Background: an optimization exercise with open tools, aiming at small area and a short achievable clock period. Do not read the settings as production practice. Only simulation tests tie the RTL to the original design; equivalence was not proved. Power is estimated from default activity; no workload was simulated.

// buzzer
module buzzer(
        input baseClk,
        input [$clog2(1000000) - 1:0] freq,
        input rst,
        output buzz_clk
);
        clock_divider freq_generator(
                .clk(baseClk),
                .speed(freq),
                .rst(rst),
                .outClk(buzz_clk)
        );
endmodule
Size in the first run: roughly 27 flip-flops.
export LEC_CHECK = 0
export CAP_MARGIN = 20
export CELL_PAD_IN_SITES_DETAIL_PLACEMENT = 1
export CELL_PAD_IN_SITES_GLOBAL_PLACEMENT = 1
export CORE_MARGIN = 2
export CORE_UTILIZATION = 30
export PLACE_DENSITY = 0.45
export SLEW_MARGIN = 20
export SYNTH_HIERARCHICAL = 1
export SYNTH_MINIMUM_KEEP_SIZE = 0
create_clock -name core_clock -period 120.0 [get_ports {baseClk}]
standard.sh (not shown) runs the stock make flow with config.mk's settings and CLKGATE_MAP_FILE= SYNTH_SCRIPT=/design/flow/synth_recipe.tcl, a recipe that flattens the netlist after the stock synthesis.
==> flow/flow/run.sh <==
#!/bin/bash
# The standard layout (standard.sh), with plain port buffers in place of the
# default delay buffer; every port still gets its buffer.
set -euo pipefail
export BUFFER_PORTS_ARGS="-buffer_cell sky130_fd_sc_hd__buf_1"
bash standard.sh > standard.log 2>&1
The baseline finished clean.
==> next run, changes <==
Settings changed: GPL_TIMING_DRIVEN set to 0.
The changed run completed without violations; clock power drops by 3.9%; flip-flop and latch count is unchanged; register-to-register slack is about the same; global-route usage drops by 0.68 points; final area drops by 1.4%; die area stays the same; first-iteration DRC count stays flat; non-clock buffer count drops by 20; worst hold slack gets better by 0.011 ns; final cell count drops by 1.6%; setup slack gets worse by 0.15 ns.
==> next run, changes <==
==> flow/run.sh (new file) <==
#!/bin/bash
# synth_recipe.tcl (not shown) runs the flow's synth.tcl, then flattens the netlist and writes it again
# the make line also repeats each setting of config.mk as NAME=value (left out here)
make -C /OpenROAD-flow-scripts/flow DESIGN_CONFIG=/design/flow/config.mk WORK_HOME=/design/flow/orfs CLKGATE_MAP_FILE= SYNTH_SCRIPT=/design/flow/synth_recipe.tcl finish
Settings changed: GPL_TIMING_DRIVEN 0 to not set.
removed: flow/flow/run.sh
removed: flow/standard.sh
After rerunning: The new run passed the timing, design-rule and antenna checks. Via count rose by a few percent. Die area stays the same. Worst setup slack gets worse by 0.15 ns. Wire length rose by a few percent. Hold slack gets worse by 0.032 ns. Combinational power rose by roughly a tenth. Core utilization rose by 1.2 points. Cell count rose by a few percent. Total power rose by a few percent. Cell area rose by a few percent.

---

buzzer, a different RTL version from the one above (not shown whole).
Size: about 870 cells after synthesis, ~27 flip-flops, about 23 I/O pins, roughly 0.0080 mm² of cells after synthesis.
## buzzer
module buzzer(
        input baseClk,
        input [$clog2(1000000) - 1:0] freq,
        input rst,
        output buzz_clk
);
==> flow/config.mk <==
export PLATFORM = sky130hd
export DESIGN_NAME = buzzer
export DESIGN_NICKNAME = buzzer
export VERILOG_FILES = /design/flow/design.v
export SDC_FILE = /design/flow/constraint.sdc
export NUM_CORES = 4
export LEC_CHECK = 0
export CAP_MARGIN = 20
export CELL_PAD_IN_SITES_DETAIL_PLACEMENT = 1
export CELL_PAD_IN_SITES_GLOBAL_PLACEMENT = 1
export CORE_MARGIN = 2
export CORE_UTILIZATION = 30
export GPL_TIMING_DRIVEN = 0
export PLACE_DENSITY = 0.6
export SLEW_MARGIN = 20
export SYNTH_HIERARCHICAL = 1
export SYNTH_MINIMUM_KEEP_SIZE = 0
==> flow/constraint.sdc <==
create_clock -name core_clock -period 120.0 [get_ports {baseClk}]
set_input_delay 24.0000 -clock core_clock [delete_from_list [all_inputs] [get_ports {baseClk}]]
set_output_delay 24.0000 -clock core_clock [all_outputs]
set_load 0.01 [all_outputs]
==> flow/flow/run.sh <==
#!/bin/bash
# The standard layout (standard.sh), with plain port buffers in place of the
# default delay buffer; every port still gets its buffer.
set -euo pipefail
export BUFFER_PORTS_ARGS="-buffer_cell sky130_fd_sc_hd__buf_1"
bash standard.sh > standard.log 2>&1
Edit:
- CORE_UTILIZATION: 30 -> 50
Outcome:
- The changed run finished with timing, DRC and antenna clean
- final area came out lower by 1.8%
- wire length came out higher by 2.1%
- via count came out higher by 4.0%
- clock skew stays flat
- utilization came out higher by 21 points

---

== v6 ==
buzzer, a different RTL version from the one above (not shown whole).
For scale: about 870 cells after synthesis, ~27 flip-flops.
export LEC_CHECK = 0
export CAP_MARGIN = 20
export CELL_PAD_IN_SITES_DETAIL_PLACEMENT = 1
export CELL_PAD_IN_SITES_GLOBAL_PLACEMENT = 1
export CORE_MARGIN = 2
export CORE_UTILIZATION = 30
export GPL_TIMING_DRIVEN = 0
export PLACE_DENSITY = 0.6
export SLEW_MARGIN = 20
export SYNTH_HIERARCHICAL = 1
export SYNTH_MINIMUM_KEEP_SIZE = 0
create_clock -name core_clock -period 120.0 [get_ports {baseClk}]
Scripts as last shown in full above: flow/flow/run.sh
Input-level comparison between v7 and v6:
- PLACE_DENSITY now 0.45, was 0.6
Results
Looking at total of fill cells in the finished design, v7 sits 2.3% above v6. Changes observed in v7 relative to v6: global-route met3 utilization moved up, final standard cell area without fillers ~0 delta, register-to-register slack lower. Total power on v7 is up relative to v6. Re number of inserted diodes: no difference whatsoever between v7 and v6. Per the comparison of v7 with v6, wire length shows an increase of 13%, per-cell routed wire length grew by 13%, global routing met1 resource utilization increased 2.2 points, maximum clock insertion buffer count shows no meaningful change.

## re-timing with driven ports
Ports are ideal in the flow. The routed layouts listed here were re-timed in OpenROAD.
Step 1 (the two cells are an assumption about what drives the block):
set clk [get_ports {baseClk}]
set_driving_cell -lib_cell sky130_fd_sc_hd__clkbuf_16 $clk
set_driving_cell -lib_cell sky130_fd_sc_hd__buf_2 [delete_from_list [all_inputs] $clk]
Step 2 moves the port delays by t, midway between the first and last clock arrival at a register: inputs arrive t later, outputs are due t later. That takes back most of the time a late clock gives input paths.
Slacks: no drivers / after step 1 / after step 2; pairs: no drivers / after step 1.
| run | shift t [ns] | slack for setup (ns) | worst setup path at the end | slew at the worst register clock pin (ns) |
|---|---|---|---|---|
| the first run of note 1 | 0.303 | 90.442 / 90.452 / 90.149 | input to register | 0.07 / 0.07 |
| the second run of note 1 | 0.287 | 90.289 / 90.295 / 90.007 | input to register | 0.07 / 0.07 |
| the third run of note 1 | 0.312 | 90.139 / 90.150 / 89.838 | input to register | 0.08 / 0.08 |
| the first run of note 2 | 0.300 | 90.435 / 90.448 / 90.148 | input to register | 0.07 / 0.07 |
| the second run of note 2 | 0.295 | 90.412 / 90.421 / 90.126 | input to register | 0.07 / 0.07 |
| v6 | 0.296 | 90.554 / 90.565 / 90.268 | input to register | 0.07 / 0.07 |
| v7 | 0.296 | 90.350 / 90.359 / 90.063 | input to register | 0.07 / 0.07 |
After both steps setup and hold are still met in every run listed. The setup slack of the third run of note 1, which loses most, moves by +0.011 ns with the drivers and by -0.301 ns with both steps.
